This is an optimization exercise on Yosys and OpenROAD, whose aim is small area, not a production implementation. The RTL was checked by simulation tests, not by an equivalence proof against the original design. Power and IR drop assume default switching activity.

## run A
Design router_top, start of the top module:
module router_top(
    input clk,resetn,
    input read_en_0,read_en_1,read_en_2,
    input pkt_valid,
    input [7:0]data_in,
    output [7:0]data_out_0,data_out_1,data_out_2,
    output valid_out_0,valid_out_1,valid_out_2,
    output err,busy
    );
clock: 5.0 ns
lec_check: 0
cap_margin: 20
core_margin: 2
core_utilization: 70
place_density: 0.8
slew_margin: 20
standard.sh (not shown) runs the stock make flow with config.mk's settings and CLKGATE_MAP_FILE= SYNTH_SCRIPT=/design/flow/synth_recipe.tcl, a recipe that flattens the netlist after the stock synthesis.
==> flow/flow/run.sh <==
#!/bin/bash
# The standard layout (standard.sh), with these changes:
#  - synthesis: the standard flow's script, but ABC maps with flow/abc_area.script
#    (area recovery in &nf) and without weak NOR3/NOR4 cells; everything before and after ABC, and so every
#    register, is as in the standard synthesis;
#  - clock tree: clkbuf_8 leaf buffers in clusters of up to 16 flip-flops,
#    without dummy loads;
#  - floorplan: ABC's buffers removed instead of a timing repair on the
#    unplaced, unbuffered netlist (REMOVE_ABC_BUFFERS);
#  - port buffers: buf_1.
set -euo pipefail
HERE=$(pwd)
# weak NOR3/NOR4 cells, kept out of ABC's mapping only: as drivers of the
# read-select lines they make the placer add a buffer to each line
ABC_DONT_USE="sky130_fd_sc_hd__nor3_1 sky130_fd_sc_hd__nor3b_1 sky130_fd_sc_hd__nor4_1 sky130_fd_sc_hd__nor4b_1 sky130_fd_sc_hd__nor4bb_1"
sed "s#source \$::env(SCRIPTS_DIR)/synth_preamble.tcl#source \$::env(SCRIPTS_DIR)/synth_preamble.tcl\nset abc_args [lreplace \$abc_args 1 1 $HERE/flow/abc_area.script]\nforeach c {$ABC_DONT_USE} { lappend abc_args -dont_use \$c }#" \
  "$FLOW_HOME/scripts/synth.tcl" > synth_abc.tcl
sed "s#source \$::env(SCRIPTS_DIR)/synth.tcl#source $HERE/synth_abc.tcl#" synth_recipe.tcl > synth_recipe_abc.tcl
sed "s#SYNTH_SCRIPT=[^ ]*#SYNTH_SCRIPT=$HERE/synth_recipe_abc.tcl#" standard.sh > standard_abc.sh
export CTS_ARGS="-sink_clustering_enable -repair_clock_nets -dont_use_dummy_load -sink_clustering_size 16 -sink_clustering_max_diameter 60 -buf_list sky130_fd_sc_hd__clkbuf_8"
export REMOVE_ABC_BUFFERS=1
export BUFFER_PORTS_ARGS="-buffer_cell sky130_fd_sc_hd__buf_1"
bash standard_abc.sh > standard.log 2>&1
==> flow/flow/abc_area.script <==
&get -n
&st
&dch
&nf -R 1000 -p -F 8 -A 4 -C 32
&put
mfs3 -ae
Here is what was changed in the inputs of run B compared with run A.
--- a/flow/flow/run.sh
+++ b/flow/flow/run.sh
@@ -4 +4 @@
-#    (area recovery in &nf) and without weak NOR3/NOR4 cells; everything before and after ABC, and so every
+#    (area recovery in &nf); everything before and after ABC, and so every
@@ -13,4 +13 @@
-# weak NOR3/NOR4 cells, kept out of ABC's mapping only: as drivers of the
-# read-select lines they make the placer add a buffer to each line
-ABC_DONT_USE="sky130_fd_sc_hd__nor3_1 sky130_fd_sc_hd__nor3b_1 sky130_fd_sc_hd__nor4_1 sky130_fd_sc_hd__nor4b_1 sky130_fd_sc_hd__nor4bb_1"
-sed "s#source \$::env(SCRIPTS_DIR)/synth_preamble.tcl#source \$::env(SCRIPTS_DIR)/synth_preamble.tcl\nset abc_args [lreplace \$abc_args 1 1 $HERE/flow/abc_area.script]\nforeach c {$ABC_DONT_USE} { lappend abc_args -dont_use \$c }#" \
+sed "s#source \$::env(SCRIPTS_DIR)/synth_preamble.tcl#source \$::env(SCRIPTS_DIR)/synth_preamble.tcl\nset abc_args [lreplace \$abc_args 1 1 $HERE/flow/abc_area.script]#" \
==> run notes <==
- Depth of the worst register-to-register path for run B is higher than for run A.
- Across both runs, sequential power was higher for run B than for run A.
- Run B vs run A — clock group share of total power dropped 2.1 points.
- Looking at global-route usage, run B sits above run A.
- Worst setup slack after layout (higher): run A
- As of run B, final net count had fallen slightly compared to run A.
- Compared with run A, run B shows a lower final standard cell count with taps included and fillers excluded.
[inputs] run C vs run B
- CORE_UTILIZATION now 78, was 70
- PLACE_DENSITY now 0.86, was 0.8
--- a/flow/flow/run.sh
+++ b/flow/flow/run.sh
@@ -4 +4 @@
-#    (area recovery in &nf); everything before and after ABC, and so every
+#    (six rounds of choice computation, area-recovering &nf mapping and mfs3) and without weak NOR3/NOR4 cells; everything before and after ABC, and so every
@@ -13 +13,4 @@
-sed "s#source \$::env(SCRIPTS_DIR)/synth_preamble.tcl#source \$::env(SCRIPTS_DIR)/synth_preamble.tcl\nset abc_args [lreplace \$abc_args 1 1 $HERE/flow/abc_area.script]#" \
+# weak NOR3/NOR4 cells, kept out of ABC's mapping only: as drivers of the
+# read-select lines they make the placer add a buffer to each line
+ABC_DONT_USE="sky130_fd_sc_hd__nor3_1 sky130_fd_sc_hd__nor3b_1 sky130_fd_sc_hd__nor4_1 sky130_fd_sc_hd__nor4b_1 sky130_fd_sc_hd__nor4bb_1"
+sed "s#source \$::env(SCRIPTS_DIR)/synth_preamble.tcl#source \$::env(SCRIPTS_DIR)/synth_preamble.tcl\nset abc_args [lreplace \$abc_args 1 1 $HERE/flow/abc_area.script]\nforeach c {$ABC_DONT_USE} { lappend abc_args -dont_use \$c }#" \
==> flow/flow/abc_area.script <==
&get -n
&st
&dch
&nf -R 1000 -p -F 8 -A 4 -C 32
&put
mfs3 -ae
&get -n
&st
&dch
&nf -R 1000 -p -F 8 -A 4 -C 32
&put
mfs3 -ae
&get -n
&st
&dch
&nf -R 1000 -p -F 8 -A 4 -C 32
&put
mfs3 -ae
&get -n
&st
&dch
&nf -R 1000 -p -F 8 -A 4 -C 32
&put
mfs3 -ae
&get -n
&st
&dch
&nf -R 1000 -p -F 8 -A 4 -C 32
&put
mfs3 -ae
&get -n
&st
&dch
&nf -R 1000 -p -F 8 -A 4 -C 32
&put
mfs3 -ae
Notes after the runs:
- Area of the multi-input gates (run C vs. run B) decreases by a few percent
- Changes observed in run C relative to run B: adder-cell area share of the yosys netlist closely matched the old numbers; number of clock buffers in the layout closely matched the old numbers; routed wire length increased by 3.5% relative to the old numbers.
- The upper clock frequency limit in run C is 1.07 times that in run B.
- On instance area after placement, the lower figure sits with run C, not run B.
- Run B has a higher length of routed wiring on met1 than run C.
> inputs changed (run C -> run D)
- a change of PLACE_DENSITY from 0.86 to 0.8
- a change of CORE_UTILIZATION from 78 to 70
Findings:
Run D went all the way through synthesis, placement and routing and the layout is clean on timing, DRC and antenna.
Run D vs. run C: count of placed standard cells in the final layout, fillers left out went up by 61.
Die footprint for run D is higher than for run C.
Against run C as the reference, run D delivers a higher setup slack.
Compared with run C, in run D total number of placement rows increased by 7.0% relative to the old numbers; hold slack decreased by 0.0063 ns relative to the old numbers; power closely matched the old numbers; final wirelength decreased by 3.8% relative to the old numbers.
Critical path depth in run D vs run C: down 7
Antenna diode count: run C vs run D identical
Compared with run C, run D shows total of plain and repair buffers excluding clock buffers that has gone up by a little under 10%.
Setup changes, run D to run E
--- a/flow/flow/run.sh
+++ b/flow/flow/run.sh
@@ -6 +6 @@
-#  - clock tree: clkbuf_8 leaf buffers in clusters of up to 16 flip-flops,
+#  - clock tree: clkbuf_4 leaf buffers in clusters of up to 10 flip-flops,
@@ -20 +20 @@
-export CTS_ARGS="-sink_clustering_enable -repair_clock_nets -dont_use_dummy_load -sink_clustering_size 16 -sink_clustering_max_diameter 60 -buf_list sky130_fd_sc_hd__clkbuf_8"
+export CTS_ARGS="-sink_clustering_enable -repair_clock_nets -dont_use_dummy_load -sink_clustering_size 10 -sink_clustering_max_diameter 35 -buf_list sky130_fd_sc_hd__clkbuf_4"
[summary]
The fraction of the cycle the final worst path needs in run E sits 0.82 points below the value recorded for run D. Of run D and run E, the higher overall global routing resource usage belongs to run E. Changes observed in run E relative to run D: number of synthesized flops with an enable pin ~0 delta, delay of the slowest critical-path stage -0.12 ns. Looking at first element of the critical path, the fifo_2.occ[0] result is from run D; the fsm_.present_state[0] one comes from run E.

-- port drivers added, routing unchanged --
No port has a modelled driver above. Below, the same layouts with a new extraction and two added sets of constraints.
Step 1 assumes that a clkbuf_16 drives the clock port and a buf_2 every other input.
Step 2 adds t to the input delays and takes it off the output delays; t is the mean of the earliest and latest rising clock arrival at the registers after step 1. Input paths then give back, and output paths get back, about the clock's delay inside the block.
Three values: ideal, step 1, step 2; two values: the first two.
run	t (ns)	slack for setup (ns)	worst hold slack (ns)	worst register clock-pin slew, ns	worst data-port slew with drivers (ns)
run A	0.613	1.321 / 1.321 / 1.321	0.459 / 0.459 / 0.459	0.10 / 0.10	0.03
run B	0.607	1.291 / 1.291 / 1.291	0.467 / 0.467 / 0.467	0.10 / 0.10	0.04
run C	0.594	1.550 / 1.550 / 0.997	0.460 / 0.460 / 0.460	0.10 / 0.10	0.03
run D	0.611	1.614 / 1.614 / 1.361	0.454 / 0.454 / 0.454	0.10 / 0.10	0.04
run E	0.732	1.655 / 1.655 / 1.399	0.461 / 0.461 / 0.461	0.11 / 0.11	0.04
After both steps setup and hold are still met in every run listed. The setup slack of run C, which loses most, moves by 0.000 ns with the drivers and by -0.553 ns with both steps.
